This design comes from an exercise in tuning for small area, a short achievable clock period and few clock cycles on the open sky130 flow, not from production work.
Only simulation tests tie the RTL to the original design; equivalence was not proved.
Power and IR drop assume default switching activity.

==> build 22: inputs <==
// betterNeighborsInMyCluster
module betterNeighborsInMyCluster(clock, nrst, start, address, wr_en, data_in, MY_CLUSTER_ID, mybest, besthop, bestvalue, bestneighborID, nextsinks, data_out, done);
clock: 11.0 ns
lec_check: 0
cap_margin: 20
core_margin: 2
core_utilization: 40
slew_margin: 20
standard.sh (not shown) runs the stock make flow with config.mk's settings and CLKGATE_MAP_FILE= SYNTH_SCRIPT=/design/flow/synth_recipe.tcl, a recipe that flattens the netlist after the stock synthesis.
==> flow/flow/run.sh <==
#!/bin/bash
set -o pipefail
bash standard.sh SETUP_SLACK_MARGIN=8 finish 2>&1 | tee flow_make.log
==> build 14 (differences from build 22) <==
==> flow/run.sh (new file) <==
#!/bin/bash
# synth_recipe.tcl (not shown) runs the flow's synth.tcl, then flattens the netlist and writes it again
# the make line also repeats each setting of config.mk as NAME=value (left out here)
make -C /OpenROAD-flow-scripts/flow DESIGN_CONFIG=/design/flow/config.mk WORK_HOME=/design/flow/orfs CLKGATE_MAP_FILE= SYNTH_SCRIPT=/design/flow/synth_recipe.tcl finish
removed: flow/flow/run.sh
removed: flow/standard.sh
==> build 21 (differences from build 22) <==
==> flow/flow/run.sh (replaced) <==
#!/bin/bash
set -o pipefail
bash standard.sh SETUP_SLACK_MARGIN=7 finish 2>&1 | tee flow_make.log
==> notes.md <==
Sequential share of layout area, highest first: build 14, build 21, build 22.
Against build 14, the setup slack of build 21 is better by 1.6 ns.
Sequential cell count is the same in build 14 and build 21.
Between build 14 and build 22, the lower first-iteration DRC count is in build 14 (gap 12%, measured against build 22).
Against build 21, the final area of build 14 is smaller by 8.8%.
==> figures <==
Clock buffer instance count of the final layout: build 22 19; build 14 22; build 21 23
Setup repair after global routing missed its margin: build 22 true; build 14 false; build 21 true
Internal power: build 22 2.76 mW; build 14 2.23 mW; build 21 2.43 mW
Setup Slack @ Placement: build 22 5.20 ns; build 14 4.78 ns; build 21 5.17 ns
Detailed-route via count: build 22 11,272; build 14 10,476; build 21 10,931
Iter 0 DRT Violations: build 22 1,020; build 14 894; build 21 960
Commonest non-fill, non-tap cell in the layout: build 22 buf_4; build 14 nor2_1; build 21 nand2_1
Net switching fraction of the power: build 22 0.408; build 14 0.413; build 21 0.412
Post-CTS setup buffer count: build 22 118; build 14 0; build 21 52
Final Critical Period: build 22 4.22 ns; build 14 5.76 ns; build 21 4.20 ns
Outcome: build 22 complete, no violations; build 14 complete, no violations; build 21 complete, no violations
Testbench counts of build 22, summed over its fixed seeds: cycles 50,154.
Testbench counts of build 14, summed over its fixed seeds: cycles 50,154.
Testbench counts of build 21, summed over its fixed seeds: cycles 50,154.

* * *

==> run D <==
==> flow/design.v <==
`timescale 1ns/1ps
module betterNeighborsInMyCluster(clock, nrst, start, address, wr_en, data_in, MY_CLUSTER_ID, mybest, besthop, bestvalue, bestneighborID, nextsinks, data_out, done);
	input clock, nrst, start;
	input [15:0] data_in, MY_CLUSTER_ID;
	input [15:0] mybest;
	output done, wr_en;
	output [15:0] address, data_out;
	output [15:0] besthop, bestneighborID, nextsinks;
	output [15:0] bestvalue;
	localparam HB = 5;            
	localparam NB = 1 << HB;
	localparam [10:0] A_NID = 11'h024, A_KSC = 11'h344, A_NC = 11'h345, A_CNT = 11'h346;
	localparam [6:0] P0 = 7'h24;  
	localparam [5:0] J0 = 6'h04;  
	localparam [6:0] C0 = 7'h34;  
	localparam [1:0] T_NID = 2'd0, T_CID = 2'd1, T_BAT = 2'd2, T_QV = 2'd3;
	localparam IDLE = 0, NC = 1, SNK = 2, CID = 3, QV = 4, BAT = 5, WR = 6, HCM = 7,
	           RNID = 8, RCID = 9, VS = 10, CNT = 11, BW = 12, BN = 13, DONE = 14, NS = 15;
	reg [NS-1:0] st;
	reg [10:0] waddr;
	reg wr_en_r, done_r;
	reg [6:0] dout;
	reg [5:0] jlast;              
	reg [6:0] plast;              
	reg [6:0] p;                  
	reg [5:0] jp;                 
	reg [6:0] cp;                 
	reg [3:0] kp;                 
	reg [NB-1:0] bitmap;
	reg [15:0] qreg;
	reg [6:0] hop, sinks;
	reg [15:0] bval;
	reg [15:0] acc, accc, sr, hm;
	reg mci;
	reg [2:0] mph;                
	reg [5:0] mh;
	function lt16;
		input [15:0] a, b;
		reg [15:0] g, e;
		reg [7:0] g1, e1;
		reg [3:0] g2, e2;
		reg [1:0] g3, e3;
		integer i;
		begin
			g = ~a & b;
			e = ~(a ^ b);
			for (i = 0; i < 8; i = i + 1) begin
				g1[i] = g[2*i+1] | (e[2*i+1] & g[2*i]);
				e1[i] = e[2*i+1] & e[2*i];
			end
			for (i = 0; i < 4; i = i + 1) begin
				g2[i] = g1[2*i+1] | (e1[2*i+1] & g1[2*i]);
				e2[i] = e1[2*i+1] & e1[2*i];
			end
			for (i = 0; i < 2; i = i + 1) begin
				g3[i] = g2[2*i+1] | (e2[2*i+1] & g2[2*i]);
				e3[i] = e2[2*i+1] & e2[2*i];
			end
			lt16 = g3[1] | (e3[1] & g3[0]);
		end
	endfunction
	function [10:0] tab;
		input [1:0] t;
		input [6:0] q;
		tab = {2'b00, {2'b00, q[6]} + {1'b0, t}, q[5:0]};
	endfunction
	wire eq = (data_in == MY_CLUSTER_ID);
	wire better = ~lt16(mybest, data_in);
	wire match = (data_in == qreg);
	wire bhit = bitmap[data_in[HB-1:0]];
	wire [9:0] th;
	assign th[0] = data_in >= 16'd1;
	assign th[1] = data_in >= 16'd3277;
	assign th[2] = data_in >= 16'd6554;
	assign th[3] = data_in >= 16'd9831;
	assign th[4] = data_in >= 16'd13108;
	assign th[5] = data_in >= 16'd16385;
	assign th[6] = data_in >= 16'd19661;
	assign th[7] = data_in >= 16'd22938;
	assign th[8] = data_in >= 16'd26215;
	assign th[9] = data_in >= 16'd29492;
	wire [3:0] k4;
	assign k4[3] = th[3];
	assign k4[2] = ~th[3] | th[7];
	assign k4[1] = (th[1] & ~th[3]) | (th[5] & ~th[7]) | th[9];
	assign k4[0] = (th[0] & ~th[1]) | (th[2] & ~th[3]) | (th[4] & ~th[5]) | (th[6] & ~th[7]) | (th[8] & ~th[9]);
	wire [19:0] r0 = sr[0] ? {4'd0, hm} : 20'd0;
	wire [19:0] r1 = sr[1] ? {3'd0, hm, 1'd0} : 20'd0;
	wire [19:0] r2 = sr[2] ? {2'd0, hm, 2'd0} : 20'd0;
	wire [19:0] r3 = sr[3] ? {1'd0, hm, 3'd0} : 20'd0;
	wire [19:0] oa = {4'd0, acc}, oc = {4'd0, accc};
	wire [19:0] s1 = oa ^ oc ^ r0;
	wire [19:0] c1 = {((oa & oc) | (oa & r0) | (oc & r0)), mci};
	wire [19:0] t1 = r1 ^ r2 ^ r3;
	wire [19:0] d1 = {((r1 & r2) | (r1 & r3) | (r2 & r3)), 1'b0};
	wire [19:0] s2 = s1 ^ c1 ^ t1;
	wire [19:0] c2 = {((s1 & c1) | (s1 & t1) | (c1 & t1)), 1'b0};
	wire [19:0] s3 = s2 ^ c2 ^ d1;
	wire [19:0] c3 = {((s2 & c2) | (s2 & d1) | (c2 & d1)), 1'b0};
	wire [4:0] mlow = {1'b0, s3[3:0]} + {1'b0, c3[3:0]};
	wire [15:0] afin = acc + accc + {15'd0, mci};
	wire [15:0] mval = {afin[12:0], sr[15:13]};
	wire mfree = (mph == 3'd0);
	wire plastf = (p == plast);
	wire first = (p == P0);
	wire jend = (jp == jlast);
	wire [6:0] pinc = p + 7'd1;
	wire [6:0] pdec = p - 7'd1;
	wire [6:0] mcur = p - P0;
	reg [NS-1:0] tn, fn;
	reg [10:0] ta, fa;
	reg [6:0] tp, fp;
	always @* begin
		tn = {NS{1'b0}}; fn = {NS{1'b0}};
		ta = waddr; fa = waddr; tp = p; fp = p;
		if (st[CID] | st[QV] | st[HCM]) begin
			if (plastf) begin
				fn[RNID] = 1'b1; fa = tab(T_NID, p);
			end else begin
				fn[CID] = 1'b1; fa = tab(T_CID, pinc); fp = pinc;
			end
		end
		if (st[RNID] | st[RCID] | (st[VS] & jend)) begin
			if (first) begin
				fn[CNT] = 1'b1; fa = A_CNT;
			end else begin
				fn[RNID] = 1'b1; fa = tab(T_NID, pdec); fp = pdec;
			end
		end
		if (st[IDLE]) begin
			tn[NC] = 1'b1; ta = A_NC;
			fn[IDLE] = 1'b1; fa = A_KSC;
		end
		if (st[NC]) begin
			fn[SNK] = 1'b1; fa = {5'd0, J0};
		end
		if (st[SNK]) begin
			if (jend) begin
				fn[CID] = 1'b1; fa = tab(T_CID, P0); fp = P0;
			end else begin
				fn[SNK] = 1'b1; fa = {5'd0, jp + 6'd1};
			end
		end
		if (st[CID]) begin
			tn[QV] = 1'b1; ta = tab(T_QV, p);
		end
		if (st[QV]) begin
			tn[BAT] = 1'b1; ta = tab(T_BAT, p);
		end
		if (st[BAT]) begin
			fn[WR] = 1'b1; fa = {4'h6, cp};
		end
		if (st[WR]) begin
			fn[HCM] = 1'b1; fa = {7'h32, kp};
		end
		if (st[RNID]) begin
			tn[RCID] = 1'b1; ta = tab(T_CID, p);
		end
		if (st[RCID]) begin
			tn[VS] = 1'b1; ta = {5'd0, J0};
		end
		if (st[VS]) begin
			tn[CNT] = 1'b1; ta = A_CNT;
			if (!jend) begin
				fn[VS] = 1'b1; fa = {5'd0, jp + 6'd1};
			end
		end
		if (st[CNT] | st[BW]) begin
			fn[mfree ? BN : BW] = 1'b1; fa = A_NID + {4'd0, hop};
		end
		if (st[BN] | st[DONE]) begin
			fn[DONE] = 1'b1;
		end
	end
	wire cond = (st[IDLE] & start) | ((st[CID] | st[RCID]) & eq) | (st[QV] & better) |
	            (st[RNID] & bhit) | (st[VS] & match);
	always @(posedge clock) begin
		if (!nrst) begin
			st <= {{(NS-1){1'b0}}, 1'b1};
			waddr <= A_KSC;
			wr_en_r <= 1'b0;
			done_r <= 1'b0;
			mph <= 3'd0;
		end else begin
			st <= cond ? tn : fn;
			waddr <= cond ? ta : fa;
			wr_en_r <= cond ? (tn[WR] | tn[CNT]) : (fn[WR] | fn[CNT]);
			if (st[BN]) done_r <= 1'b1;
			if (st[HCM]) mph <= 3'd1;
			else if (mph == 3'd5) mph <= 3'd0;
			else if (mph != 3'd0) mph <= mph + 3'd1;
		end
		p <= cond ? tp : fp;
		if (st[IDLE]) begin
			bval <= 16'hFFFE; hop <= 7'd65; sinks <= 7'd65; cp <= C0;
			jlast <= data_in[5:0] + (J0 - 6'd1);
		end
		bitmap <= st[IDLE] ? {NB{1'b0}} : (bitmap | (st[SNK] ? ({{(NB-1){1'b0}}, 1'b1} << data_in[HB-1:0]) : {NB{1'b0}}));
		if (st[NC]) plast <= data_in[6:0] + (P0 - 7'd1);
		if (st[NC] | st[RCID]) jp <= J0;
		if (st[SNK] | st[VS]) jp <= jp + 6'd1;
		if (st[RNID] | st[BN]) qreg <= data_in;
		if (st[QV]) qreg <= data_in;
		if (st[BAT]) kp <= k4;
		if (st[WR]) cp <= cp + 7'd1;
		dout <= st[BAT] ? mcur : cp - C0;
		if (st[VS] & match) sinks <= mcur;
		if (st[HCM]) begin
			hm <= data_in;
			mh <= mcur[5:0];
			acc <= 16'd0;
			accc <= 16'd0;
			mci <= 1'b0;
			sr <= qreg;
		end else begin
			acc <= s3[19:4];
			accc <= c3[19:4];
			mci <= mlow[4];
			sr <= {mlow[3:0], sr[15:4]};
		end
		if (mph == 3'd5 && lt16(mval, bval)) begin
			bval <= mval;
			hop <= {1'b0, mh};
		end
	end
	assign address = {4'd0, waddr, 1'b0};
	assign wr_en = wr_en_r;
	assign data_out = {9'd0, dout};
	assign done = done_r;
	assign besthop = {9'd0, hop};
	assign nextsinks = {9'd0, sinks};
	assign bestvalue = bval;
	assign bestneighborID = qreg;
endmodule
==> flow/run.sh <==
#!/bin/bash
# synth_recipe.tcl (not shown) runs the flow's synth.tcl, then flattens the netlist and writes it again
# the make line also repeats each setting of config.mk as NAME=value (left out here)
make -C /OpenROAD-flow-scripts/flow DESIGN_CONFIG=/design/flow/config.mk WORK_HOME=/design/flow/orfs CLKGATE_MAP_FILE= SYNTH_SCRIPT=/design/flow/synth_recipe.tcl finish
==> flow/config.mk <==
export PLATFORM = sky130hd
export DESIGN_NAME = betterNeighborsInMyCluster
export DESIGN_NICKNAME = betterNeighborsInMyCluster
export VERILOG_FILES = /design/flow/design.v
export SDC_FILE = /design/flow/constraint.sdc
export NUM_CORES = 4
export LEC_CHECK = 0
export CAP_MARGIN = 20
export CORE_MARGIN = 2
export CORE_UTILIZATION = 40
export SETUP_SLACK_MARGIN = 5
export SLEW_MARGIN = 20
==> flow/constraint.sdc <==
create_clock -name core_clock -period 11.0 [get_ports {clock}]
set_input_delay 2.2000 -clock core_clock [delete_from_list [all_inputs] [get_ports {clock}]]
set_output_delay 2.2000 -clock core_clock [all_outputs]
set_load 0.01 [all_outputs]
==> run E (differences from run D) <==
==> flow/flow/run.sh (new file) <==
#!/bin/bash
# The standard layout; timing repair aims at a tighter setup margin and the port buffers
# are plain buffers. The make output goes to flow_make.log, each ORFS step to its own log under orfs/logs.
set -o pipefail
bash standard.sh SETUP_SLACK_MARGIN=7.5 "BUFFER_PORTS_ARGS=-buffer_cell sky130_fd_sc_hd__buf_4" finish 2>&1 | tee flow_make.log
==> flow/standard.sh (new file) <==
#!/bin/bash
# synth_recipe.tcl (not shown) runs the flow's synth.tcl, then flattens the netlist and writes it again
# the make line also repeats each setting of config.mk as NAME=value (left out here)
make -C /OpenROAD-flow-scripts/flow DESIGN_CONFIG=/design/flow/config.mk WORK_HOME=/design/flow/orfs CLKGATE_MAP_FILE= SYNTH_SCRIPT=/design/flow/synth_recipe.tcl "${@:-finish}"
SETUP_SLACK_MARGIN = default   (was 5)
removed: flow/run.sh
==> flow_metrics.env <==
export IMPL_final_cell_mix="inv_1, dfxtp_1, clkdlybuf4s50_1, nor2_1, edfxtp_1"
export IMPL_clkTransAtPathRegs_ns=0.07
export IMPL_drive_above_1_share=0.0591
export IMPL_setup_ws_ns=5.97
export IMPL_whs_ns=0.458
export IMPL_pwr_share_comb=0.439
export IMPL_hpwl_um=26000
export IMPL_grt_pass1_vias=9908
export IMPL_clk_latency_ns=0.54
export IMPL_swShare=0.362
export IMPL_clock_skew_final_ns=0.0211
export IMPL_outcome="no timing/DRC/antenna violations"
export IMPL_worst_pin_slew_ns=0.984
export IMPL_layout_area_seq_um2=5490
export IMPL_powerComb_uw=1530
export IMPL_p_leak_uw=0.00623
export IMPL_crit_path_max_fanout=39
export IMPL_slowest_delay_ns=1.02
-- figures above: run D

==> flow_metrics.env <==
export IMPL_powerComb_uw=1720
export IMPL_outcome="no timing/DRC/antenna violations"
export IMPL_hpwl_um=25400
export IMPL_worst_pin_slew_ns=0.939
export IMPL_drive_above_1_share=0.223
export IMPL_setup_ws_ns=6.92
export IMPL_swShare=0.361
export IMPL_clkTransAtPathRegs_ns=0.06
export IMPL_crit_path_max_fanout=6
export IMPL_pwr_share_comb=0.467
export IMPL_p_leak_uw=0.00683
export IMPL_clock_skew_final_ns=0.0158
-- figures above: run E

Testbench counts of run D, summed over its fixed seeds: cycles 49,005.
Testbench counts of run E, summed over its fixed seeds: cycles 49,005.

## port drivers added, routing unchanged
How much do the figures lean on ideal ports? The routed layouts below were timed once more, with nothing changed but the port constraints. Step 1 assumes that a clkbuf_16 drives the clock port and a buf_2 every other input. Step 2 also shifts input and output timing later by t, the mid clock arrival at the registers, as if the neighbouring blocks saw the same clock. Three values: no drivers, after step 1, after step 2; two values: the first two.
| run | t (ns) | setup slack, ns | worst setup path after step 2 | worst register clock-pin slew, ns |
|---|---|---|---|---|
| build 22 | 0.504 | 6.779 / 6.775 / 6.271 | input to register | 0.08 / 0.08 |
| build 14 | 0.491 | 5.242 / 5.266 / 4.775 | input to register | 0.08 / 0.08 |
| build 21 | 0.491 | 6.802 / 6.801 / 6.309 | input to register | 0.08 / 0.08 |
| run D | 0.582 | 5.967 / 5.998 / 5.416 | input to register | 0.07 / 0.07 |
| run E | 0.571 | 6.917 / 6.834 / 6.263 | input to register | 0.07 / 0.07 |
After both steps setup and hold are still met in every run listed. For run E, which loses most, drivers alone change the setup slack by -0.083 ns; drivers and shift together by -0.654 ns.
